Context: an optimization exercise on an open-source flow, tuned for small area and a short achievable clock period. The choices shown serve that exercise and are no tape-out recipe.
The RTL was checked by simulation tests, not by an equivalence proof against the original design.
Power figures rest on the tool's default switching activity, not on a simulated workload.

**design.v**
```verilog
module Viterbi_Decoder(
    input [1:0] encoded_signal,
    input clk,
    input reset,
    output wire decoded_signal
);
  reg        t, tp;
  reg [2:0]  e, f;
  reg [2:0]  dr;        
  reg [35:0] re;        
  reg [3:0]  cnt;       
  reg        dec;
  wire [12:0] X, Y;
  vd_tables tables (.t(t), .e(e), .f(f), .X(X), .Y(Y));
  wire [3:0] cntn;
  wire nv14, g10, g11, g12, g20, g21, g22;
  vd_ctl ctl (.reset(reset), .cnt(cnt), .dr(dr), .t(t), .tp(tp), .cntn(cntn), .nv14(nv14),
              .g10(g10), .g11(g11), .g12(g12), .g20(g20), .g21(g21), .g22(g22));
  wire [35:0] ren;
  genvar k;
  generate
    for (k = 0; k < 12; k = k + 1) begin : st
      vd_col col (.s(re[3*k +: 3]), .d0(dr[0]), .g10(g10), .g11(g11), .g12(g12),
                  .g20(g20), .g21(g21), .g22(g22), .n(ren[3*k +: 3]));
    end
  endgenerate
  wire o00, o11, o10, o01;
  vd_out outs (.s(ren[35:33]), .i00(X[3:2]), .i11(X[1:0]), .i10(Y[3:2]), .i01(Y[1:0]),
               .o00(o00), .o11(o11), .o10(o10), .o01(o01));
  wire       tn, decn;
  wire [2:0] en, fn, dn;
  vd_sel sel (.c0(encoded_signal[0]), .c1(encoded_signal[1]), .reset(reset), .nv14(nv14),
              .X(X), .Y(Y), .o00(o00), .o11(o11), .o10(o10), .o01(o01),
              .tn(tn), .en(en), .fn(fn), .dn(dn), .decn(decn));
  always @(posedge clk) begin
    t   <= tn;     
    e   <= en;
    f   <= fn;
    cnt <= cntn;
    tp  <= t;
    dr  <= dn;
    re  <= {ren[32:0], dr};
    dec <= decn;
  end
  assign decoded_signal = dec;
endmodule
module vd_tables(
    input t,
    input [2:0] e,
    input [2:0] f,
    output [12:0] X,
    output [12:0] Y
);
  wire tb_new_n34, tb_new_n35, tb_new_n36, tb_new_n37, tb_new_n38, tb_new_n39, tb_new_n40, tb_new_n41, tb_new_n42, tb_new_n43, tb_new_n44, tb_new_n45, tb_new_n47, tb_new_n48, tb_new_n49, tb_new_n50, tb_new_n51, tb_new_n52, tb_new_n54, tb_new_n55, tb_new_n56, tb_new_n57, tb_new_n58, tb_new_n59, tb_new_n60, tb_new_n61, tb_new_n62, tb_new_n64, tb_new_n65, tb_new_n66, tb_new_n67, tb_new_n68, tb_new_n70, tb_new_n71, tb_new_n72, tb_new_n73, tb_new_n75, tb_new_n76, tb_new_n78, tb_new_n79, tb_new_n81, tb_new_n82, tb_new_n83, tb_new_n84, tb_new_n86, tb_new_n87, tb_new_n88, tb_new_n89, tb_new_n90, tb_new_n91, tb_new_n93, tb_new_n95, tb_new_n97, tb_new_n98, tb_new_n99, tb_new_n100, tb_new_n103, tb_new_n104, tb_new_n106, tb_new_n107, tb_new_n108, tb_new_n110, tb_new_n114, tb_new_n115, tb_new_n116, tb_new_n119, tb_new_n120, tb_new_n121, tb_new_n123, tb_new_n124, tb_new_n125;
  vc_inv_1 tbg00 (.A(f[0]), .Y(tb_new_n34));
  vc_inv_1 tbg01 (.A(f[2]), .Y(tb_new_n35));
  vc_nor2_1 tbg02 (.A(f[1]), .B(tb_new_n35), .Y(tb_new_n36));
  vc_inv_1 tbg03 (.A(t), .Y(tb_new_n37));
  vc_inv_1 tbg04 (.A(e[2]), .Y(tb_new_n38));
  vc_nor2_1 tbg05 (.A(tb_new_n37), .B(tb_new_n38), .Y(tb_new_n39));
  vc_inv_1 tbg06 (.A(tb_new_n39), .Y(tb_new_n40));
  vc_nor2_1 tbg07 (.A(tb_new_n36), .B(tb_new_n40), .Y(tb_new_n41));
  vc_nor2_1 tbg08 (.A(tb_new_n35), .B(tb_new_n41), .Y(tb_new_n42));
  vc_nor2_1 tbg09 (.A(t), .B(e[2]), .Y(tb_new_n43));
  vc_nor2_1 tbg10 (.A(e[0]), .B(e[1]), .Y(tb_new_n44));
  vc_nor3_1 tbg11 (.A(tb_new_n43), .B(tb_new_n44), .C(tb_new_n41), .Y(tb_new_n45));
  vc_a21oi_1 tbg12 (.A1(tb_new_n42), .A2(tb_new_n34), .B1(tb_new_n45), .Y(X[0]));
  vc_inv_1 tbg13 (.A(e[0]), .Y(tb_new_n47));
  vc_nor2_1 tbg14 (.A(tb_new_n37), .B(tb_new_n47), .Y(tb_new_n48));
  vc_inv_1 tbg15 (.A(f[1]), .Y(tb_new_n49));
  vc_nor2_1 tbg16 (.A(tb_new_n34), .B(tb_new_n49), .Y(tb_new_n50));
  vc_inv_1 tbg17 (.A(tb_new_n50), .Y(tb_new_n51));
  vc_o21ai_0 tbg18 (.A1(tb_new_n48), .A2(tb_new_n51), .B1(tb_new_n42), .Y(tb_new_n52));
  vc_inv_1 tbg19 (.A(tb_new_n52), .Y(X[1]));
  vc_inv_1 tbg20 (.A(tb_new_n36), .Y(tb_new_n54));
  vc_nor2_1 tbg21 (.A(t), .B(tb_new_n47), .Y(tb_new_n55));
  vc_nor2_1 tbg22 (.A(tb_new_n34), .B(tb_new_n35), .Y(tb_new_n56));
  vc_inv_1 tbg23 (.A(tb_new_n56), .Y(tb_new_n57));
  vc_nor2_1 tbg24 (.A(tb_new_n55), .B(tb_new_n57), .Y(tb_new_n58));
  vc_inv_1 tbg25 (.A(tb_new_n43), .Y(tb_new_n59));
  vc_nand2_1 tbg26 (.A(t), .B(f[2]), .Y(tb_new_n60));
  vc_nand2_1 tbg27 (.A(tb_new_n59), .B(tb_new_n60), .Y(tb_new_n61));
  vc_inv_1 tbg28 (.A(tb_new_n61), .Y(tb_new_n62));
  vc_o31ai_1 tbg29 (.A1(tb_new_n35), .A2(tb_new_n62), .A3(tb_new_n58), .B1(tb_new_n54), .Y(X[3]));
  vc_inv_1 tbg30 (.A(e[1]), .Y(tb_new_n64));
  vc_nor2_1 tbg31 (.A(e[2]), .B(tb_new_n64), .Y(tb_new_n65));
  vc_inv_1 tbg32 (.A(tb_new_n65), .Y(tb_new_n66));
  vc_inv_1 tbg33 (.A(tb_new_n44), .Y(tb_new_n67));
  vc_a21oi_1 tbg34 (.A1(tb_new_n67), .A2(tb_new_n43), .B1(tb_new_n39), .Y(tb_new_n68));
  vc_a21oi_1 tbg35 (.A1(X[3]), .A2(tb_new_n66), .B1(tb_new_n68), .Y(X[2]));
  vc_nor2_1 tbg36 (.A(f[0]), .B(f[1]), .Y(tb_new_n70));
  vc_inv_1 tbg37 (.A(tb_new_n70), .Y(tb_new_n71));
  vc_nor2_1 tbg38 (.A(t), .B(f[2]), .Y(tb_new_n72));
  vc_nand2_1 tbg39 (.A(tb_new_n71), .B(tb_new_n72), .Y(tb_new_n73));
  vc_nand2_1 tbg40 (.A(tb_new_n73), .B(tb_new_n60), .Y(X[4]));
  vc_nor2_1 tbg41 (.A(tb_new_n47), .B(tb_new_n64), .Y(tb_new_n75));
  vc_nor2_1 tbg42 (.A(t), .B(tb_new_n75), .Y(tb_new_n76));
  vc_o21ai_0 tbg43 (.A1(tb_new_n65), .A2(tb_new_n76), .B1(tb_new_n59), .Y(X[5]));
  vc_nor2_1 tbg44 (.A(e[1]), .B(tb_new_n38), .Y(tb_new_n78));
  vc_nor2_1 tbg45 (.A(tb_new_n43), .B(tb_new_n78), .Y(tb_new_n79));
  vc_nor2_1 tbg46 (.A(tb_new_n79), .B(tb_new_n76), .Y(X[6]));
  vc_inv_1 tbg47 (.A(tb_new_n48), .Y(tb_new_n81));
  vc_a21oi_1 tbg48 (.A1(tb_new_n78), .A2(f[1]), .B1(tb_new_n65), .Y(tb_new_n82));
  vc_nand2_1 tbg49 (.A(e[0]), .B(e[2]), .Y(tb_new_n83));
  vc_o311ai_0 tbg50 (.A1(e[1]), .A2(f[2]), .A3(tb_new_n83), .B1(tb_new_n81), .C1(tb_new_n57), .Y(tb_new_n84));
  vc_o211ai_1 tbg51 (.A1(tb_new_n81), .A2(tb_new_n57), .B1(tb_new_n82), .C1(tb_new_n84), .Y(X[7]));
  vc_a21oi_1 tbg52 (.A1(tb_new_n35), .A2(tb_new_n44), .B1(tb_new_n78), .Y(tb_new_n86));
  vc_inv_1 tbg53 (.A(tb_new_n86), .Y(tb_new_n87));
  vc_nand2_1 tbg54 (.A(tb_new_n83), .B(t), .Y(tb_new_n88));
  vc_inv_1 tbg55 (.A(tb_new_n88), .Y(tb_new_n89));
  vc_a21oi_1 tbg56 (.A1(f[1]), .A2(f[2]), .B1(tb_new_n89), .Y(tb_new_n90));
  vc_o21ai_0 tbg57 (.A1(tb_new_n87), .A2(tb_new_n90), .B1(tb_new_n60), .Y(tb_new_n91));
  vc_o31ai_1 tbg58 (.A1(tb_new_n37), .A2(tb_new_n64), .A3(tb_new_n51), .B1(tb_new_n91), .Y(X[8]));
  vc_nor2_1 tbg59 (.A(tb_new_n72), .B(tb_new_n39), .Y(tb_new_n93));
  vc_o21ai_0 tbg60 (.A1(tb_new_n93), .A2(X[3]), .B1(tb_new_n86), .Y(X[9]));
  vc_nor3_1 tbg61 (.A(t), .B(tb_new_n47), .C(tb_new_n56), .Y(tb_new_n95));
  vc_o21ai_0 tbg62 (.A1(tb_new_n95), .A2(tb_new_n58), .B1(tb_new_n82), .Y(X[10]));
  vc_nor3_1 tbg63 (.A(t), .B(tb_new_n44), .C(tb_new_n50), .Y(tb_new_n97));
  vc_nor2_1 tbg64 (.A(t), .B(tb_new_n64), .Y(tb_new_n98));
  vc_nor2_1 tbg65 (.A(tb_new_n49), .B(tb_new_n98), .Y(tb_new_n99));
  vc_a21oi_1 tbg66 (.A1(tb_new_n52), .A2(tb_new_n62), .B1(tb_new_n87), .Y(tb_new_n100));
  vc_o22ai_1 tbg67 (.A1(tb_new_n97), .A2(tb_new_n99), .B1(tb_new_n76), .B2(tb_new_n100), .Y(X[11]));
  vc_inv_1 tbg68 (.A(tb_new_n100), .Y(X[12]));
  vc_nor2_1 tbg69 (.A(tb_new_n38), .B(tb_new_n75), .Y(tb_new_n103));
  vc_nor2_1 tbg70 (.A(tb_new_n35), .B(tb_new_n103), .Y(tb_new_n104));
  vc_a21oi_1 tbg71 (.A1(tb_new_n40), .A2(tb_new_n59), .B1(tb_new_n104), .Y(Y[0]));
  vc_inv_1 tbg72 (.A(tb_new_n104), .Y(tb_new_n106));
  vc_nor2_1 tbg73 (.A(e[1]), .B(tb_new_n71), .Y(tb_new_n107));
  vc_nand2_1 tbg74 (.A(tb_new_n107), .B(t), .Y(tb_new_n108));
  vc_nand2_1 tbg75 (.A(tb_new_n106), .B(tb_new_n108), .Y(Y[1]));
  vc_nor2_1 tbg76 (.A(f[1]), .B(tb_new_n38), .Y(tb_new_n110));
  vc_o22ai_1 tbg77 (.A1(tb_new_n110), .A2(tb_new_n73), .B1(tb_new_n40), .B2(tb_new_n104), .Y(Y[2]));
  vc_o21ai_0 tbg78 (.A1(tb_new_n59), .A2(tb_new_n71), .B1(tb_new_n106), .Y(Y[3]));
  vc_inv_1 tbg79 (.A(tb_new_n68), .Y(Y[4]));
  vc_inv_1 tbg80 (.A(tb_new_n72), .Y(tb_new_n114));
  vc_nor2_1 tbg81 (.A(t), .B(tb_new_n50), .Y(tb_new_n115));
  vc_nor2_1 tbg82 (.A(f[2]), .B(tb_new_n49), .Y(tb_new_n116));
  vc_o21ai_0 tbg83 (.A1(tb_new_n116), .A2(tb_new_n115), .B1(tb_new_n114), .Y(Y[5]));
  vc_a21oi_1 tbg84 (.A1(tb_new_n114), .A2(tb_new_n54), .B1(tb_new_n115), .Y(Y[6]));
  vc_a31oi_1 tbg85 (.A1(tb_new_n55), .A2(e[2]), .A3(f[0]), .B1(tb_new_n89), .Y(tb_new_n119));
  vc_nand2_1 tbg86 (.A(tb_new_n119), .B(f[0]), .Y(tb_new_n120));
  vc_a211oi_1 tbg87 (.A1(tb_new_n34), .A2(tb_new_n83), .B1(tb_new_n36), .C1(tb_new_n116), .Y(tb_new_n121));
  vc_nand2_1 tbg88 (.A(tb_new_n120), .B(tb_new_n121), .Y(Y[7]));
  vc_o21ai_0 tbg89 (.A1(tb_new_n38), .A2(tb_new_n75), .B1(tb_new_n61), .Y(tb_new_n123));
  vc_a21oi_1 tbg90 (.A1(tb_new_n38), .A2(tb_new_n70), .B1(tb_new_n36), .Y(tb_new_n124));
  vc_a221oi_1 tbg91 (.A1(tb_new_n56), .A2(tb_new_n38), .B1(f[1]), .B2(tb_new_n75), .C1(tb_new_n107), .Y(tb_new_n125));
  vc_a32oi_1 tbg92 (.A1(tb_new_n98), .A2(tb_new_n123), .A3(tb_new_n124), .B1(tb_new_n125), .B2(t), .Y(Y[8]));
  vc_nand2_1 tbg93 (.A(tb_new_n123), .B(tb_new_n124), .Y(Y[9]));
  vc_nand2_1 tbg94 (.A(tb_new_n119), .B(tb_new_n121), .Y(Y[10]));
  vc_a22oi_1 tbg95 (.A1(e[1]), .A2(tb_new_n41), .B1(tb_new_n125), .B2(tb_new_n37), .Y(Y[11]));
  vc_o31ai_1 tbg96 (.A1(tb_new_n39), .A2(tb_new_n72), .A3(tb_new_n103), .B1(tb_new_n124), .Y(Y[12]));
endmodule
module vd_ctl(
    input reset,
    input [3:0] cnt,
    input [2:0] dr,
    input t, tp,
    output [3:0] cntn,
    output nv14,
    output g10, g11, g12, g20, g21, g22
);
  wire ct_new_n24, ct_new_n25, ct_new_n26, ct_new_n27, ct_new_n28, ct_new_n30, ct_new_n31, ct_new_n33, ct_new_n35, ct_new_n37;
  vc_nand3_1 ctg00 (.A(cnt[1]), .B(cnt[2]), .C(cnt[3]), .Y(nv14));
  vc_a21oi_1 ctg01 (.A1(nv14), .A2(cnt[0]), .B1(reset), .Y(cntn[0]));
  vc_nand2_1 ctg02 (.A(cnt[2]), .B(cnt[3]), .Y(ct_new_n24));
  vc_nand2_1 ctg03 (.A(cnt[0]), .B(cnt[1]), .Y(ct_new_n25));
  vc_inv_1 ctg04 (.A(ct_new_n25), .Y(ct_new_n26));
  vc_inv_1 ctg05 (.A(reset), .Y(ct_new_n27));
  vc_o21ai_0 ctg06 (.A1(cnt[0]), .A2(cnt[1]), .B1(ct_new_n27), .Y(ct_new_n28));
  vc_a21oi_1 ctg07 (.A1(ct_new_n26), .A2(ct_new_n24), .B1(ct_new_n28), .Y(cntn[1]));
  vc_inv_1 ctg08 (.A(cnt[3]), .Y(ct_new_n30));
  vc_o21ai_0 ctg09 (.A1(cnt[2]), .A2(ct_new_n26), .B1(ct_new_n27), .Y(ct_new_n31));
  vc_a31oi_1 ctg10 (.A1(cnt[2]), .A2(ct_new_n30), .A3(ct_new_n26), .B1(ct_new_n31), .Y(cntn[2]));
  vc_nand2_1 ctg11 (.A(ct_new_n26), .B(cnt[2]), .Y(ct_new_n33));
  vc_a21oi_1 ctg12 (.A1(ct_new_n33), .A2(ct_new_n30), .B1(reset), .Y(cntn[3]));
  vc_inv_1 ctg13 (.A(tp), .Y(ct_new_n35));
  vc_nor2_1 ctg14 (.A(dr[1]), .B(ct_new_n35), .Y(g10));
  vc_inv_1 ctg15 (.A(dr[1]), .Y(ct_new_n37));
  vc_nor2_1 ctg16 (.A(tp), .B(ct_new_n37), .Y(g11));
  vc_nor2_1 ctg17 (.A(g10), .B(g11), .Y(g12));
  vc_a21oi_1 ctg18 (.A1(ct_new_n35), .A2(t), .B1(dr[2]), .Y(g20));
  vc_a21boi_0 ctg19 (.A1(t), .A2(tp), .B1_N(dr[2]), .Y(g21));
  vc_nor2_1 ctg20 (.A(g21), .B(g20), .Y(g22));
endmodule
module vd_col(
    input [2:0] s,
    input d0, g10, g11, g12, g20, g21, g22,
    output [2:0] n
);
  assign n[0] = ~(d0 ? s[1] : s[0]);
  assign n[1] = ~((g10 & s[0]) | (g11 & s[1]) | (g12 & s[2]));
  assign n[2] = ~((g20 & s[0]) | (g21 & s[1]) | (g22 & s[2]));
endmodule
module vd_out(
    input [2:0] s,
    input [1:0] i00, i11, i10, i01,
    output o00, o11, o10, o01
);
  function pick(input [2:0] v, input [1:0] i);
    pick = i[1] ? v[2] : (i[0] ? v[1] : v[0]);
  endfunction
  assign o00 = pick(s, i00);
  assign o11 = pick(s, i11);
  assign o10 = pick(s, i10);
  assign o01 = pick(s, i01);
endmodule
module vd_sel(
    input c0, c1, reset, nv14,
    input [12:0] X,
    input [12:0] Y,
    input o00, o11, o10, o01,
    output tn,
    output [2:0] en,
    output [2:0] fn,
    output [2:0] dn,
    output decn
);
  wire s00, s01, s10, s11, nrst;    
  vc_nor3_1   u_s00 (.A(c0), .B(c1), .C(reset), .Y(s00));
  vc_nor3b_1  u_s01 (.A(c1), .B(reset), .C_N(c0), .Y(s01));
  vc_nor3b_1  u_s10 (.A(c0), .B(reset), .C_N(c1), .Y(s10));
  vc_and3b_1  u_s11 (.A_N(reset), .B(c0), .C(c1), .X(s11));
  vc_inv_1    u_nr (.A(reset), .Y(nrst));
  vc_or2_1    u_t (.A(s01), .B(s10), .X(tn));
  vd_sel4 #(.R(1)) u_e2 (s00, s01, s10, s11, nrst, {X[9],  Y[9],  Y[12], X[12]}, en[2]);
  vd_sel4 #(.R(0)) u_e1 (s00, s01, s10, s11, nrst, {X[8],  Y[8],  Y[11], X[11]}, en[1]);
  vd_sel4 #(.R(1)) u_e0 (s00, s01, s10, s11, nrst, {X[7],  Y[7],  Y[10], X[10]}, en[0]);
  vd_sel4 #(.R(0)) u_f2 (s00, s01, s10, s11, nrst, {X[12], Y[12], Y[9],  X[9]},  fn[2]);
  vd_sel4 #(.R(0)) u_f1 (s00, s01, s10, s11, nrst, {X[11], Y[11], Y[8],  X[8]},  fn[1]);
  vd_sel4 #(.R(0)) u_f0 (s00, s01, s10, s11, nrst, {X[10], Y[10], Y[7],  X[7]},  fn[0]);
  vd_sel4 #(.R(0))     u_d2 (s00, s01, s10, s11, nrst, {X[6],  Y[6],  Y[5],  X[5]},  dn[2]);
  vd_sel4 #(.R(0))     u_d1 (s00, s01, s10, s11, nrst, {X[4],  Y[5],  Y[6],  X[4]},  dn[1]);
  vd_sel4 #(.R(0))     u_d0 (s00, s01, s10, s11, nrst, {X[5],  Y[4],  Y[4],  X[6]},  dn[0]);
  wire p1, p2;
  vc_a22oi_1  u_o1 (.A1(s00), .A2(o00), .B1(s01), .B2(o10), .Y(p1));
  vc_a22oi_1  u_o2 (.A1(s10), .A2(o01), .B1(s11), .B2(o11), .Y(p2));
  vc_a21oi_1  u_dec (.A1(p1), .A2(p2), .B1(nv14), .Y(decn));
endmodule
module vd_sel4 #(parameter R = 0) (
    input s00, s01, s10, s11, nrst,
    input [3:0] d,
    output y
);
  wire p1, p2;
  vc_a22oi_1 u_p1 (.A1(s00), .A2(d[0]), .B1(s01), .B2(d[1]), .Y(p1));
  vc_a22oi_1 u_p2 (.A1(s10), .A2(d[2]), .B1(s11), .B2(d[3]), .Y(p2));
  generate
    if (R) begin : one
      vc_nand3_1 u_y (.A(p1), .B(p2), .C(nrst), .Y(y));
    end else begin : zero
      vc_nand2_1 u_y (.A(p1), .B(p2), .Y(y));
    end
  endgenerate
endmodule
module vc_a211oi_1(input A1, input A2, input B1, input C1, output Y);
  assign Y = (~A1&~B1&~C1) | (~A2&~B1&~C1);
endmodule
module vc_a21boi_0(input A1, input A2, input B1_N, output Y);
  assign Y = (~A1&B1_N) | (~A2&B1_N);
endmodule
module vc_a21oi_1(input A1, input A2, input B1, output Y);
  assign Y = (~A1&~B1) | (~A2&~B1);
endmodule
module vc_a221oi_1(input A1, input A2, input B1, input B2, input C1, output Y);
  assign Y = (~A1&~B1&~C1) | (~A1&~B2&~C1) | (~A2&~B1&~C1) | (~A2&~B2&~C1);
endmodule
module vc_a22oi_1(input A1, input A2, input B1, input B2, output Y);
  assign Y = (~A1&~B1) | (~A1&~B2) | (~A2&~B1) | (~A2&~B2);
endmodule
module vc_a31oi_1(input A1, input A2, input A3, input B1, output Y);
  assign Y = (~A1&~B1) | (~A2&~B1) | (~A3&~B1);
endmodule
module vc_a32oi_1(input A1, input A2, input A3, input B1, input B2, output Y);
  assign Y = (~A1&~B1) | (~A1&~B2) | (~A2&~B1) | (~A3&~B1) | (~A2&~B2) | (~A3&~B2);
endmodule
module vc_and3b_1(input A_N, input B, input C, output X);
  assign X = (~A_N&B&C);
endmodule
module vc_inv_1(input A, output Y);
  assign Y = (~A);
endmodule
module vc_nand2_1(input A, input B, output Y);
  assign Y = (~A) | (~B);
endmodule
module vc_nand3_1(input A, input B, input C, output Y);
  assign Y = (~A) | (~B) | (~C);
endmodule
module vc_nor2_1(input A, input B, output Y);
  assign Y = (~A&~B);
endmodule
module vc_nor3_1(input A, input B, input C, output Y);
  assign Y = (~A&~B&~C);
endmodule
module vc_nor3b_1(input A, input B, input C_N, output Y);
  assign Y = (~A&~B&C_N);
endmodule
module vc_o211ai_1(input A1, input A2, input B1, input C1, output Y);
  assign Y = (~A1&~A2) | (~B1) | (~C1);
endmodule
module vc_o21ai_0(input A1, input A2, input B1, output Y);
  assign Y = (~A1&~A2) | (~B1);
endmodule
module vc_o22ai_1(input A1, input A2, input B1, input B2, output Y);
  assign Y = (~B1&~B2) | (~A1&~A2);
endmodule
module vc_o311ai_0(input A1, input A2, input A3, input B1, input C1, output Y);
  assign Y = (~A1&~A2&~A3) | (~B1) | (~C1);
endmodule
module vc_o31ai_1(input A1, input A2, input A3, input B1, output Y);
  assign Y = (~A1&~A2&~A3) | (~B1);
endmodule
module vc_or2_1(input A, input B, output X);
  assign X = (A) | (B);
endmodule
```
**flow/run.sh**
```bash
#!/bin/bash
# The standard layout (the standard.sh, unchanged synthesis), with two
# optimisation knobs: port buffers of a normal buffer cell instead of the
# delay cell buffer_ports picks by default, and a setup margin so that the
# resizer's repair works towards a shorter period than the 10 ns constraint.
# The constraints (constraint.sdc) are not changed.
set -euo pipefail
bash standard.sh \
  "BUFFER_PORTS_ARGS=-buffer_cell sky130_fd_sc_hd__buf_2" \
  SETUP_SLACK_MARGIN=${MARGIN:-7.0} \
  ABC_LOAD_IN_FF=1 \
  "CTS_ARGS=-sink_clustering_enable -sink_clustering_size 60 -sink_clustering_max_diameter 500 -repair_clock_nets -buf_list sky130_fd_sc_hd__clkbuf_16 -root_buf sky130_fd_sc_hd__clkbuf_16" \
  finish > make_finish.log 2>&1
```
**standard.sh**
```bash
#!/bin/bash
# synth_recipe.tcl (not shown) runs the flow's synth.tcl, then flattens the netlist and writes it again
# the make line also repeats each setting of config.mk as NAME=value (left out here)
make -C /OpenROAD-flow-scripts/flow DESIGN_CONFIG=/design/flow/config.mk WORK_HOME=/design/flow/orfs CLKGATE_MAP_FILE= SYNTH_SCRIPT=/design/flow/synth_recipe.tcl "${@:-finish}"
```
**config.mk**
```make
export PLATFORM = sky130hd
export DESIGN_NAME = Viterbi_Decoder
export DESIGN_NICKNAME = Viterbi_Decoder
export VERILOG_FILES = /design/flow/design.v
export SDC_FILE = /design/flow/constraint.sdc
export NUM_CORES = 4
export LEC_CHECK = 0
export CAP_MARGIN = 20
export CORE_MARGIN = 2
export CORE_UTILIZATION = 40
export SLEW_MARGIN = 20
export SYNTH_HIERARCHICAL = 1
export SYNTH_MINIMUM_KEEP_SIZE = 0
```
**constraint.sdc**
```tcl
create_clock -name core_clock -period 10.0 [get_ports {clk}]
set_input_delay 2.0000 -clock core_clock [delete_from_list [all_inputs] [get_ports {clk}]]
set_output_delay 2.0000 -clock core_clock [all_outputs]
set_load 0.01 [all_outputs]
```
==> results of run 1 <==
==> layer usage <==
layer	track usage (%)	wire length [µm]
met2	32.5	2570
met4	5.61	75
met5	0	0
met1	25.2	2570
met3	4.77	318
==> kinds of logic after synthesis <==
logic type	Yosys count	synth area share, %
mux	16	7.16
flops	52	46.6
buf+inv	30	5.04
simple gates	69	12.6
compound gates	87	28.6
==> worst reg2reg max path: stages, from the launching register on <==
cell	delay, ps
dfxtp_1	470
nor2_1	310
inv_1	160
nand2_1	110
inv_1	60
o31ai_1	540
a21oi_1	170
mux2i_1	180
o21ai_1	80
a22oi_1	200
a21oi_1	80
==> layout by cell type (no fill, tap or decap), types with 4 or more instances in the layout <==
master     count
a21oi_1       15
a222oi_1      24
a22oi_1       21
buf_2          4
buf_4          6
clkbuf_16      5
dfxtp_1       52
inv_1         30
mux2i_1       16
nand2_1       26
nor2_1        32
o21ai_1       14
==> Yosys stat by module (local to each module, per instance), excerpt <==
module	times used	cells inside	flops+latches
vc_inv_1	30	1	0
vc_nand3_1	3	1	0
vc_o211ai_1	1	1	0
vc_o22ai_1	2	1	0
vc_and3b_1	1	1	0
vc_a21oi_1	15	1	0
vc_a22oi_1	21	1	0
vd_out	1	12	0
vc_nor3_1	4	1	0
vc_a32oi_1	1	1	0
vc_or2_1	1	1	0
vc_a31oi_1	2	1	0
vc_nor2_1	32	1	0
vc_a21boi_0	1	1	0
vc_a211oi_1	1	1	0
vc_nand2_1	22	1	0
==> worst max path at each step <==
| stage | depth (start not counted) | end |
|---|---|---|
| CTS | 4 | dec |
| detailed placement | 4 | dec |
| floorplan | 3 | dec |
| finish | 4 | dec |
| global route | 4 | dec |
| global placement | 4 | dec |
==> state kept, by name, indices dropped and copies added (netlist names) <==
| signal | count |
|---|---|
| e | 3 |
| f | 3 |
| dec | 1 |
| dr | 3 |
| re | 36 |
| cnt | 4 |
| t | 1 |
| tp | 1 |
==> metrics by stage <==
stage	setup WS, ps	power, mW	hold slack, ps	utilization [%]	instances
after floorplan	7020	0.445	346	-	254
after global placement	6570	0.500	363	44.1	336
after detailed placement	6550	0.499	360	44.1	336
after CTS	7080	0.675	370	46.9	344
after global routing	7020	0.714	386	46.9	344
final	7090	0.672	367	46.9	344
==> final cells by class <==
cell class	count	area, µm²
tap	72	90.1
clock inverter	3	21.3
clock buffer	5	125
timing repair buffer	10	65.1
inverter	30	113
sequential	52	1040
fill	526	2890
multi-input combinational	172	1100
==> power by group <==
group          total, mW  internal, mW  leakage (nW)  switching [mW]
logic              0.175        0.0751         0.538           0.100
clock network      0.172        0.0933        0.0702          0.0784
registers          0.325         0.273         0.434          0.0522
==> timing repair <==
action / CTS / global route
setup endpoints to repair: 10 / 0
resized for setup: 1 / 0
hold buffers: 0 / 0
==> cells in the mapped netlist <==
master,number
a31oi_1,2
o31ai_1,3
o22ai_1,2
a32oi_1,1
a222oi_1,24
o311ai_1,1
or2_0,1
a22oi_1,21
o21ai_1,14
dfxtp_1,52
o211ai_1,1
and3b_1,1
nand2_1,26
nor3_1,4
a211oi_1,1
mux2i_1,16
a21oi_1,15
inv_1,30
nor2_1,32
a221oi_1,1
a21boi_1,1
nand3_1,3
nor3b_1,2
==> summary.txt, run 1 <==
* Status: no timing/DRC/antenna violations
* Worst Reg-to-Reg Cells at 10
* Synth-to-Final Area Change at 14.2%
* Seq/Total Area, Yosys at a little under half
* CTS sink cnt at 52
* Tcrit/Tclk final at 29.1%
* Std-Cell Core Area at 5440 µm²
* LEAKAGE at 1.04 nW
* Post-synth net total at about 260
* Crit path kind: input port to flop
* CTS max path bufs at 2
* Remaining DRCs at 0
* HP Start: dr[1]
* Clock skew at around 3.3 ps
* Worst rel slew slack at 50.1%
* Die area at between 6000 and 7000 µm²
* CP Capture Type: flop
* Hold-critical path depth at 0
* Die width at 78.8 µm
* CP startpoint kind: input port
* Post-Route WL at 5.53 mm
* Die height at 78.8 µm
* Vias at 2076
* Worst Hold Path EP: re[1]
* Wire per inst at 16.1 µm
* First-pass GRT wire length at 9.55 mm
* Final ANT Viol Nets at 0
* Worst r2r src: t
* Clock tree root buffer cell: clkbuf_16
* Final GP Congestion at 0.955
* Yosys warnings at 8
* Post-DP Area at 2400 µm²
* Drt via density at 6.03
* Synthesized cell area at 2240 µm²
* Worst VDD drop at 0.000108 V
* Total gr overflow at 0
* Largest delay contributor family on the critical path: simple AND/OR/NAND/NOR gates
* Worst path slowest cell: nor3b_2
* R2r setup slk at 7510 ps
* Setup TNS at 0 ps
* Worst-Margin Slew at approximately 750 ps
* Final Setup Violations at 0
* CP max FO at 11
* Gr usage total at 19.6%
* Skew-Pair Late Insertion Delay at a little under 300 ps
* Initial antenna violation count at 0
* CP Launch Point: reset
* FP Rows at 27
* DP HPWL at 3.87 mm
* WP data arrival at 3140 ps
* Leading area contributor after synthesis: dfxtp_1
* CTS tree: done
* Synth Area per Inst at a little under 9 µm²
* FMAX at 343 MHz
* CP max stage delay at 620 ps
* Starting Density at 41.1%
* Worst min path class: flop to flop
* I/O Buffers at 4
* Setup repair bufs after CTS at 0
* Vias in the first global route at 1970
* Net count, final at 275
* Gate Count Post-Synth at 254
* Synth area leaders: dfxtp_1 47%, a222oi_1 11%, mux2i_1 7.2%, a22oi_1 7.1%, nor2_1 5.4%
* Max Cap Viol at 0
* H-tree depth at 2
* Critical-path cell list: buf_2 > nor3b_2 > a22oi_1 > a21oi_1
* Share of cells above drive strength 1 at roughly 7.7%
* Pin count of the biggest net entering global routing at 18
* # diodes at 0
* Initial DRC count at 192
* Power density over the cells at roughly 260 nW/µm²
* WP buf/inv at 1
* TritonCTS Buffers at 5
* Synth top area share at 46.6%
* Slew Limit Fails at 0
* Final instance area at 2550 µm²
* Critical Path RT at about 10000 ps
* Fin. Hold Viols at 0
* Yosys reg bits at 52
* Fin crit period at around 2900 ps
* Worst-path clk slew at roughly 70 ps
* RSZ-0062 raised after global routing: false
* Reg-to-Reg End: dec
* Synth cell types at 23
* I/O Pins at 5
* Pre-Repair DR Iteration Count at 6
==> inputs of run 2 (changes only) <==
--- a/flow/run.sh
+++ b/flow/run.sh
@@ -9,5 +9,4 @@
   "BUFFER_PORTS_ARGS=-buffer_cell sky130_fd_sc_hd__buf_2" \
-  SETUP_SLACK_MARGIN=${MARGIN:-7.0} \
+  SETUP_SLACK_MARGIN=${MARGIN:-7.2} \
   ABC_LOAD_IN_FF=1 \
-  "CTS_ARGS=-sink_clustering_enable -sink_clustering_size 60 -sink_clustering_max_diameter 500 -repair_clock_nets -buf_list sky130_fd_sc_hd__clkbuf_16 -root_buf sky130_fd_sc_hd__clkbuf_16" \
   finish > make_finish.log 2>&1
==> run 2 against run 1 <==
Count of clock-buffer cells in the layout rose by 1. Synthesized area did not move. Hold slack improved by 13 ps. Largest power group unchanged.
==> summary.txt, run 2 <==
* Critical-path cell list: buf_2
* Combinational share of power at 28.5% (+2.4 points)
* Vias at 2031 (-2.2%)
* Die height at 78.8 µm (unchanged)
* Most common library cells after synthesis: 52 x dfxtp_1, 32 x nor2_1, 30 x inv_1
* FP Rows at 27 (unchanged)
* Total gr overflow at 0 (unchanged)
* Final GP Congestion at 0.972 (+1.7%)
* Remaining DRCs at 0 (unchanged)
* Commonest cells after routing, fill and taps aside: 52 x dfxtp_1, 30 x inv_1, 29 x nor2_1
* CTS max path bufs at 2 (unchanged)
* Synthesized cell area at 2240 µm² (unchanged)
* Tcrit/Tclk final at 27.3% (-1.9 points)
* Clock Power Share at 18.9% (-6.7 points)
* Sequential share of power at 52.6% (+4.2 points)
* Routed wl met3 at 316 µm (-0.63%)
* Uppermost routed layer: met4
* LEAKAGE at 1.01 nW (-3.3%)
* Sw Share at 35.5% (+1.2 points)
* WHS at 380 ps (+13.2 ps)
* Net Sw Power at 0.219 mW (-5.3%)
* Largest registers: re (36), cnt (4)
* Initial antenna violation count at 0 (unchanged)
* CTS sink cnt at 52 (unchanged)
* Largest delay contributor family on the critical path: flip-flops
* Std-Cell Core Area at 5440 µm² (unchanged)
* Setup TNS at 0 ps (unchanged)
* CP max FO at 1 (-10)
* Total Power at 0.616 mW (-8.4%)
* Skew-Pair Late Insertion Delay at 300 ps (about the same)
* Synth-to-Final Area Change at 12.1%
* Status: no timing/DRC/antenna violations
* CP startpoint kind: flop
* RSZ-0062 raised after global routing: false
* Synth cell types at 23 (unchanged)
* Fin crit period at 2730 ps (-187 ps)
* Pin count of the biggest net entering global routing at 17 (-1)
* Area taken by flip-flops and latches at 1040 µm² (unchanged)
* Worst path slowest cell: dfxtp_1
* Vias in the first global route at 1973 (+0.15%)
* TritonCTS Buffers at 5 (unchanged)
* Seq/Total Area, Yosys at 46.6% (unchanged)
* CTS tree: done
* Fin. Hold Viols at 0 (unchanged)
* Power density over the cells at 246 nW/µm² (-6.7%)
* Final Setup Violations at 0 (unchanged)
* Critical Path RT at 8000 ps (-2230 ps)
* I/O Buffers at 4 (unchanged)
* Yosys warnings at 8 (unchanged)
* Worst min path class: flop to flop
* CP max stage delay at 310 ps (-310 ps)
* Max Cap Viol at 0 (unchanged)
* Drt via density at 5.96 (-1.3%)
* Final ANT Viol Nets at 0 (unchanged)
* Worst rel slew slack at 43.3% (-6.8 points)
* Die width at 78.8 µm (unchanged)
* Die area at 6200 µm² (unchanged)
* Net count, final at 272 (-1.1%)
* Post-Route WL at 5.22 mm (-5.7%)
* Worst VDD drop at 0.000111 V (+3.4%)
* Reg with most FFs: re
* Area occupied by multi-input gates at 1130 µm² (+3.1%)
* Gate Count Post-Synth at 254 (unchanged)
* Final core occ at 46.1% (-0.85 points)
* Synth Area per Inst at 8.80 µm² (unchanged)
* Initial DRC count at 268 (+40%)
* Dominant synthesized flop cell: dfxtp_1
* # diodes at 0 (unchanged)
* Yosys reg bits at 52 (unchanged)
* CP Capture Type: output pin
* Starting Density at 41.1% (unchanged)
* Gr usage total at 18.4% (-1.2 points)
* Worst-Margin Slew at 848 ps (+99.7 ps)
* Most common cell after layout, fill and taps aside: dfxtp_1
* WP data arrival at 730 ps (-2410 ps)
* I/O Pins at 5 (unchanged)
* Synth top area share at 46.6% (unchanged)
* Worst-path clk slew at 90 ps (+20 ps)
* FMAX at 367 MHz (+6.9%)
* First-pass GRT wire length at 9.18 mm (-3.8%)
* Pre-Repair DR Iteration Count at 8 (+2)
* WP buf/inv at 1 (unchanged)
* Metal2 WL at 2.48 mm (-3.5%)
* Wire per inst at 15.3 µm (-4.9%)
* Crit path kind: flop to output pin
* Top-count cell post-synth: dfxtp_1
* Met1 Wirelength at 2.32 mm (-9.9%)
* Fill count at 531 (+0.95%)
* Share of cells above drive strength 1 at 8.18% (+0.46 points)
* H-tree depth at 2 (unchanged)
* Max reg flops at 36 (unchanged)
* Synth area leaders: dfxtp_1 47%, a222oi_1 11%, mux2i_1 7.2%, a22oi_1 7.1%, nor2_1 5.4%
* DP HPWL at 3.69 mm (-4.7%)
* Clock skew at 9.71 ps (+6.46 ps)
* Leading area contributor after synthesis: dfxtp_1
* Clock tree root buffer cell: clkbuf_8
* Slew Limit Fails at 0 (unchanged)
* Post-synth net total at 258 (unchanged)
* Synth async-reset ratio at 0% (unchanged)
* Pint at 0.397 mW (-10%)
* Number of enable flip-flop cells after synthesis at 0 (unchanged)
-- run 2: timing repair --
| item | 4_1_cts | 5_1_grt |
|---|---|---|
| hold buffers | 0 | 0 |
| pin swaps | 0 | 2 |
| gates resized for setup | 5 | 3 |
| setup endpoints to repair | 1 | 3 |
| setup buffers | 0 | 3 |
-- run 2: logic make-up (layout without fill, tap and decap cells) --
family,count (synthesis),in the layout,synth area share (%)
buffers and inverters,30,45,5.04
AOI/OAI and AO/OA,87,87,28.6
DFF,52,52,46.6
muxes,16,16,7.16
and+or+nand+nor,69,69,12.6
-- run 2: power by group through the flow --
stage / sequential (mW) / combinational, mW / clock [mW]
2_1_floorplan: 0.313 / 0.132 / 0
3_3_place_gp: 0.327 / 0.167 / 0
3_5_place_dp: 0.327 / 0.167 / 0
4_1_cts: 0.323 / 0.169 / 0.120
5_1_grt: 0.333 / 0.197 / 0.128
6_report: 0.324 / 0.175 / 0.116
-- run 2: path summary, 6_finish.rpt --
path	startpoint	endpoint	slack (ps)	cells after the start
worst max-delay path	dec	decoded_signal	7270	1
worst min-delay path	dr[2]	re[2]	380	0
worst max register to register	t	dec	7530	10
worst min register to register	dr[2]	re[2]	380	0
-- run 2: per-stage QoR --
stage | instances | cell area, µm² | worst slack [ps]
2_1_floorplan | 254 | 2250 | 7230
3_3_place_gp | 330 | 2360 | 6880
3_5_place_dp | 330 | 2360 | 6850
4_1_cts | 338 | 2470 | 7210
5_1_grt | 341 | 2510 | 7240
6_report | 341 | 2510 | 7270
-- run 2: area by class of cell --
| type | count | share of cell area [%] |
|---|---|---|
| sequential | 52 | 41.5 |
| tap | 72 | 3.59 |
| inverter | 30 | 4.49 |
| clock inverter | 2 | 0.649 |
| clock buffer | 6 | 2.90 |
| timing repair buffer | 7 | 1.70 |
| multi-input combinational | 172 | 45.1 |
-- run 2: modules after synthesis, one instance, submodules excluded, excerpt --
module	flip-flops and latches	times used
vc_nor2_1	0	32
vc_and3b_1	0	1
Viterbi_Decoder	52	1
vc_nor3b_1	0	2
vd_out	0	1
vc_a21oi_1	0	15
vc_o21ai_0	0	10
vc_a32oi_1	0	1
-- run 2: routing by layer --
layer	up-vias	global-route usage, %
met5	-	0
li1	994	-
met4	0	5.61
met1	954	23.9
met2	73	31.0
met3	10	3.41
==> inputs of run 3 (changes only) <==
--- a/flow/run.sh
+++ b/flow/run.sh
@@ -9,3 +9,3 @@
   "BUFFER_PORTS_ARGS=-buffer_cell sky130_fd_sc_hd__buf_2" \
-  SETUP_SLACK_MARGIN=${MARGIN:-7.2} \
+  SETUP_SLACK_MARGIN=${MARGIN:-7.3} \
   ABC_LOAD_IN_FF=1 \
==> run 3 against run 2 <==
Synthesized cell count unchanged. Core utilization up 0.32 points. Highest routed layer unchanged. Sequential power about the same.
==> summary.txt, run 3 <==
* Status: no timing/DRC/antenna violations
* H-tree depth at 2 (unchanged)
* Power density over the cells at 247 nW/µm² (+0.59%)
* Wire per inst at 15.7 µm (+2.8%)
* Worst-Margin Slew at 880 ps (+31.7 ps)
* Crit path kind: flop to output pin
* Synth top area share at 46.6% (unchanged)
* Pint at 0.399 mW (+0.40%)
* Std-Cell Core Area at 5440 µm² (unchanged)
* Net Sw Power at 0.225 mW (+2.9%)
* Net count, final at 272 (unchanged)
* Place WS at 6990 ps (+140 ps)
* Initial DRC count at 318 (+19%)
* FMAX at 367 MHz (about the same)
* Pre-Repair DR Iteration Count at 7 (-1)
* Setup TNS at 0 ps (unchanged)
* Synthesized cell area at 2240 µm² (unchanged)
* Total gr overflow at 0 (unchanged)
* I/O Pins at 5 (unchanged)
* Most common library cells after synthesis: 52 x dfxtp_1, 32 x nor2_1, 30 x inv_1
* WP buf/inv at 1 (unchanged)
* Synth-to-Final Area Change at 12.9%
* Post-DP Area at 2380 µm² (+0.79%)
* Die height at 78.8 µm (unchanged)
* Slew Limit Fails at 0 (unchanged)
* Final GP Congestion at 0.958 (-1.5%)
* Worst-path clk slew at 90 ps (about the same)
* WHS at 390 ps (+9.91 ps)
* Die area at 6200 µm² (unchanged)
* Initial antenna violation count at 0 (unchanged)
* Tcrit/Tclk final at 27.3% (about the same)
* Yosys reg bits at 52 (unchanged)
* Starting Density at 41.1% (unchanged)
* Inst Count DP at 330 (unchanged)
* Critical-path cell list: buf_6
* Fin. Hold Viols at 0 (unchanged)
* FP Rows at 27 (unchanged)
* Pin count of the biggest net entering global routing at 19 (+2)
* Top-count cell post-synth: dfxtp_1
* Die width at 78.8 µm (unchanged)
* Synth Area per Inst at 8.80 µm² (unchanged)
* Clock Power Share at 19.6% (+0.7 points)
* Final instance area at 2520 µm² (+0.70%)
* Commonest cells after routing, fill and taps aside: 50 x dfxtp_1, 30 x inv_1, 29 x nor2_1
* CTS sink cnt at 52 (unchanged)
* Synth area leaders: dfxtp_1 47%, a222oi_1 11%, mux2i_1 7.2%, a22oi_1 7.1%, nor2_1 5.4%
* Final core occ at 46.4% (+0.32 points)
* Post-Route WL at 5.36 mm (+2.8%)
* Sequential share of power at 52.2% (-0.4 points)
* Synth async-reset ratio at 0% (unchanged)
* Seq/Total Area, Yosys at 46.6% (unchanged)
* DP HPWL at 3.71 mm (+0.40%)
* Vias in the first global route at 1951 (-1.1%)
* CP Capture Type: output pin
* Final ANT Viol Nets at 0 (unchanged)
* CTS tree: done
* Max Cap Viol at 0 (unchanged)
* Number of enable flip-flop cells after synthesis at 0 (unchanged)
* Drt via density at 6.13 (+3.0%)
* Yosys warnings at 8 (unchanged)
* Largest delay contributor family on the critical path: flip-flops
* Synth cell types at 23 (unchanged)
* WP data arrival at 730 ps (about the same)
* M3 GR Usage at 3.07% (-0.34 points)
* Post-synth net total at 258 (unchanged)
* Largest registers: re (36), cnt (4)
* Remaining DRCs at 0 (unchanged)
* Leading area contributor after synthesis: dfxtp_1
* Skew-Pair Late Insertion Delay at 300 ps (about the same)
* Most common cell after layout, fill and taps aside: dfxtp_1
* Vias at 2092 (+3.0%)
* Worst rel slew slack at 41.1% (-2.1 points)
* Share of cells above drive strength 1 at 9.67% (+1.5 points)
* CTS max path bufs at 2 (unchanged)
* Sw Share at 36.1% (+0.57 points)
* TritonCTS Buffers at 5 (unchanged)
* Worst path slowest cell: dfxtp_2
* First-pass GRT wire length at 9.08 mm (-1.1%)
* Max reg flops at 36 (unchanged)
* I/O Buffers at 4 (unchanged)
* Final setup margin at 7270 ps (+0.340 ps)
* Clock tree root buffer cell: clkbuf_8
* Critical Path RT at 8000 ps (about the same)
* Gr usage total at 18.2% (-0.13 points)
* M1 GR Usage at 25.2% (+1.3 points)
* Fin crit period at 2730 ps (-0.340 ps)
* Final non-filler cell total at 341 (unchanged)
* Reg with most FFs: re
* Met2 Use GR at 29.5% (-1.5 points)
* # diodes at 0 (unchanged)
* CP startpoint kind: flop
* Clock skew at 14.4 ps (+4.71 ps)
* Combinational share of power at 28.3% (-0.2 points)
* RSZ-0062 raised after global routing: true
* Total Power at 0.623 mW (+1.3%)
* LEAKAGE at 1.01 nW (+0.57%)
* Final Setup Violations at 0 (unchanged)
* GRT busiest layer: met2
* Fill count at 539 (+1.5%)
* Dominant synthesized flop cell: dfxtp_1
* CP max stage delay at 320 ps (about the same)
* Gate Count Post-Synth at 254 (unchanged)
* CP max FO at 1 (unchanged)
* Worst VDD drop at 0.000108 V (-2.9%)
* Worst min path class: flop to flop
-- run 3: Yosys stat by module (local to each module, per instance), excerpt --
module / flip-flops and latches / cells / times used / cell area (µm²)
vc_o211ai_1: 0 / 1 / 1 / 7.51
vd_out: 0 / 12 / 1 / 75.1
vc_nand3_1: 0 / 1 / 3 / 5.00
vc_o311ai_0: 0 / 1 / 1 / 8.76
vc_a22oi_1: 0 / 1 / 21 / 7.51
vc_a21oi_1: 0 / 1 / 15 / 5.00
vc_nand2_1: 0 / 1 / 22 / 3.75
vc_a211oi_1: 0 / 1 / 1 / 7.51
vc_o21ai_0: 0 / 1 / 10 / 5.00
vc_nor2_1: 0 / 1 / 32 / 3.75
-- run 3: per-layer routing --
layer / routed length, µm / vias up
met2: 2530 / 86
met4: 89 / 0
met1: 2420 / 1006
li1: - / 990
met5: 0 / -
met3: 320 / 10
-- run 3: path summary, 6_finish.rpt --
kind,to,slack [ps],startpoint,cells past startpoint
hold reg to reg,re[1],390,dr[1],0
setup reg to reg,dec,7580,t,10
hold / removal,re[1],390,dr[1],0
setup / recovery,decoded_signal,7270,dec,1
-- run 3: what timing repair did --
item,4_1_cts,5_1_grt
endpoints found under the setup margin,2,3
hold buffers,0,0
pin swaps,0,3
hold endpoints to repair,0,0
gates resized for setup,6,3
setup buffers,0,3
-- run 3: logic make-up after synthesis --
family | synth area share [%]
buffers and inverters | 5.04
multiplexers | 7.16
flip-flops | 46.6
AO/OA/AOI/OAI | 28.6
AND/OR/NAND/NOR | 12.6
-- run 3: layout make-up --
class | count | area [µm²] | share of cell area (%)
multi-input cells | 172 | 1130 | 44.9
flip-flops and latches | 52 | 1040 | 41.3
inverters | 30 | 113 | 4.46
well taps | 72 | 90.1 | 3.57
clock buffers | 5 | 68.8 | 2.73
repair buffers | 7 | 48.8 | 1.93
clock inverters | 3 | 27.5 | 1.09
-- run 3: power by group through the flow --
stage / Combinational [mW] / Sequential (mW) / Clock (mW)
after floorplan: 0.132 / 0.313 / 0
after global placement: 0.169 / 0.327 / 0
after detailed placement: 0.167 / 0.327 / 0
after CTS: 0.169 / 0.323 / 0.125
after global routing: 0.197 / 0.335 / 0.137
final: 0.176 / 0.325 / 0.122
==> inputs of run 4 (changes only) <==
--- a/flow/run.sh
+++ b/flow/run.sh
@@ -9,3 +9,3 @@
   "BUFFER_PORTS_ARGS=-buffer_cell sky130_fd_sc_hd__buf_2" \
-  SETUP_SLACK_MARGIN=${MARGIN:-7.3} \
+  SETUP_SLACK_MARGIN=${MARGIN:-7.0} \
   ABC_LOAD_IN_FF=1 \
==> run 4 against run 3 <==
Clock power is essentially flat. Count of clock-buffer cells in the layout is the same. Final cell count up 0.88%. Final area decreased by 1.1%. Via count fell by 1.0%. First-iteration DRC count is 39% lower. Flip-flop and latch count stayed put. Largest cell class unchanged.
==> summary.txt, run 4 <==
* CP max FO at 11 (+10)
* Total gr overflow at 0 (unchanged)
* Initial DRC count at 194 (-39%)
* Clock tree root buffer cell: clkbuf_8
* Most common cell after layout, fill and taps aside: dfxtp_1
* Worst VDD drop at 0.0000870 V (-19%)
* Gate Count Post-Synth at 254 (unchanged)
* CP startpoint kind: input port
* Post-synth net total at 258 (unchanged)
* Final Setup Violations at 0 (unchanged)
* H-tree depth at 2 (unchanged)
* RSZ-0062 raised after global routing: false
* Starting Density at 41.1% (unchanged)
* CP Capture Type: flop
* Dominant synthesized flop cell: dfxtp_1
* Wire per inst at 16.0 µm (+2.0%)
* Status: no timing/DRC/antenna violations
* Worst min path class: flop to flop
* Synth top area share at 46.6% (unchanged)
* Net count, final at 275 (+1.1%)
* Clock skew at 5.47 ps (-8.96 ps)
* Crit path kind: input port to flop
* Synthesized cell area at 2240 µm² (unchanged)
* # diodes at 0 (unchanged)
* Commonest cells after routing, fill and taps aside: 52 x dfxtp_1, 32 x nor2_1, 30 x inv_1
* CTS Hold Bufs at 0 (unchanged)
* TritonCTS Buffers at 5 (unchanged)
* CTS max path bufs at 2 (unchanged)
* Initial antenna violation count at 0 (unchanged)
* I/O Buffers at 4 (unchanged)
* Die width at 78.8 µm (unchanged)
* Worst-Margin Slew at 749 ps (-130 ps)
* Critical Path RT at 10250 ps (+2250 ps)
* Max reg flops at 36 (unchanged)
* Critical-path cell list: buf_2 > nor3b_2 > a22oi_1 > a21oi_1
* Pre-Repair DR Iteration Count at 6 (-1)
* Synth async-reset ratio at 0% (unchanged)
* DP HPWL at 3.87 mm (+4.5%)
* Leading area contributor after synthesis: dfxtp_1
* Synth Area per Inst at 8.80 µm² (unchanged)
* FMAX at 345 MHz (-6.0%)
* Gr usage total at 19.5% (+1.2 points)
* Slew Limit Fails at 0 (unchanged)
* CTS sink cnt at 52 (unchanged)
* Seq/Total Area, Yosys at 46.6% (unchanged)
* Die height at 78.8 µm (unchanged)
* Worst rel slew slack at 50.0% (+8.8 points)
* Largest registers: re (36), cnt (4)
* Vias in the first global route at 1973 (+1.1%)
* Die area at 6200 µm² (unchanged)
* Tcrit/Tclk final at 29.0% (+1.7 points)
* Number of enable flip-flop cells after synthesis at 0 (unchanged)
* Yosys warnings at 8 (unchanged)
* Setup repair bufs after CTS at 0 (unchanged)
* Std-Cell Core Area at 5440 µm² (unchanged)
* CP max stage delay at 630 ps (+310 ps)
* Synth cell types at 23 (unchanged)
* Worst-path clk slew at 100 ps (about the same)
* Pin count of the biggest net entering global routing at 18 (-1)
* Max Cap Viol at 0 (unchanged)
* Most common library cells after synthesis: 52 x dfxtp_1, 32 x nor2_1, 30 x inv_1
* WP data arrival at 3150 ps (+2420 ps)
* Reg with most FFs: re
* Synth-to-Final Area Change at 11.6%
* Skew-Pair Late Insertion Delay at 310 ps (about the same)
* Total Power at 0.624 mW (about the same)
* CTS resizes at 1 (-5)
* I/O Pins at 5 (unchanged)
* Yosys reg bits at 52 (unchanged)
* Post-Route WL at 5.52 mm (+2.9%)
* Final GP Congestion at 0.955 (-0.24%)
* Power density over the cells at 250 nW/µm² (+1.1%)
* First-pass GRT wire length at 9.54 mm (+5.1%)
* Top-count cell post-synth: dfxtp_1
* Fin. Hold Viols at 0 (unchanged)
* FP Rows at 27 (unchanged)
* Vias at 2071 (-1.0%)
* Drt via density at 6.02 (-1.9%)
* Remaining DRCs at 0 (unchanged)
* Setup TNS at 0 ps (unchanged)
* Synth area leaders: dfxtp_1 47%, a222oi_1 11%, mux2i_1 7.2%, a22oi_1 7.1%, nor2_1 5.4%
* CTS tree: done
* Worst path slowest cell: nor3b_2
* Share of cells above drive strength 1 at 7.72% (-1.9 points)
* Final ANT Viol Nets at 0 (unchanged)
* Fin crit period at 2900 ps (+174 ps)
* LEAKAGE at 1.02 nW (+0.32%)
## run 4: cell types whose count changed in the layout (fill, tap and decap cells not counted), sizes merged
cell and delta:
buf +3
## run 4: metal layers
layer | up-vias | global-route usage [%] | wire (µm)
met5 | - | 0 | 0
met4 | 0 | 5.09 | 60
met3 | 10 | 4.77 | 308
met2 | 71 | 32.5 | 2570
met1 | 998 | 25.2 | 2590
li1 | 992 | - | -
## run 4: through the flow
step | instance area [µm²] | hold WS [ps] | worst slack, ps | utilization [%] | instances
after detailed placement | 2400 | 360 | 6550 | 44.1 | 336
after global routing | 2500 | 391 | 7050 | 45.9 | 344
after CTS | 2500 | 374 | 7110 | 45.9 | 344
after global placement | 2400 | 363 | 6570 | 44.1 | 336
after floorplan | 2250 | 346 | 7020 | - | 254
final | 2500 | 375 | 7100 | 45.9 | 344
## run 4: power breakdown
part / leakage (nW) / internal [mW] / switching, mW
sequential: 0.434 / 0.272 / 0.0524
combinational: 0.538 / 0.0751 / 0.0998
clock: 0.0445 / 0.0498 / 0.0741
## run 4: final timing paths
path,startpoint,to,slack [ps],cells past startpoint
setup / recovery,reset,dec,7100,4
hold / removal,dr[1],re[1],370,0
setup reg to reg,t,dec,7510,10
hold reg to reg,dr[1],re[1],370,0
## run 4: modules after synthesis, one instance, submodules excluded, excerpt
module       flops+latches  cells inside  times used
vc_o211ai_1              0             1           1
vc_or2_1                 0             1           1
vc_a31oi_1               0             1           2
vc_nand3_1               0             1           3
vc_o311ai_0              0             1           1
vc_a221oi_1              0             1           1
vc_a32oi_1               0             1           1
vc_inv_1                 0             1          30
vc_nor3b_1               0             1           2
## run 4: worst max-delay path: cells and delay by family
family	cells	cell delay, ps
AND/OR/NAND/NOR	1	630
buffers and inverters	1	150
AO/OA/AOI/OAI	2	370
## run 4: kinds of logic after synthesis
| logic type | synth area share (%) |
|---|---|
| and+or+nand+nor | 12.6 |
| buffers and inverters | 5.04 |
| muxes | 7.16 |
| DFF | 46.6 |
| AOI/OAI and AO/OA | 28.6 |
## run 4: area by class of cell
class                      instances  area (µm²)
clock buffer                       5        68.8
clock inverter                     3        21.3
fill                             528        2940
inverter                          30         113
multi-input combinational        172        1100
sequential                        52        1040
tap                               72        90.1
timing repair buffer              10        65.1

[static timing again, ports no longer ideal]
The flow's constraints put no driver on any port. The routed layouts listed below were extracted and timed again, unchanged, in two steps.
Step 1 sets driving cells, clkbuf_16 on the clock port and buf_2 on the other inputs (assumed; they add their load-dependent delay and slew).
Step 2, shift: input delay + t, output delay - t, t = (earliest + latest rising clock arrival at the registers) / 2. This alone moves slack from input paths to output paths.
Slacks: ideal ports / drivers / drivers and shift; pairs: ideal ports / drivers.
run	shift t [ns]	slack for setup (ns)	worst setup path at the end	pins driven straight from the clock port
run 1	0.322	7.086 / 7.100 / 6.778	input to register	1
run 2	0.319	7.273 / 7.246 / 6.998	input to register	1
run 3	0.323	7.273 / 7.248 / 7.035	input to register	1
run 4	0.340	7.099 / 7.109 / 6.769	input to register	1
After both steps every run listed still meets setup and hold. The setup slack of run 4, which loses most, moves by +0.010 ns with the drivers and by -0.330 ns with both steps.
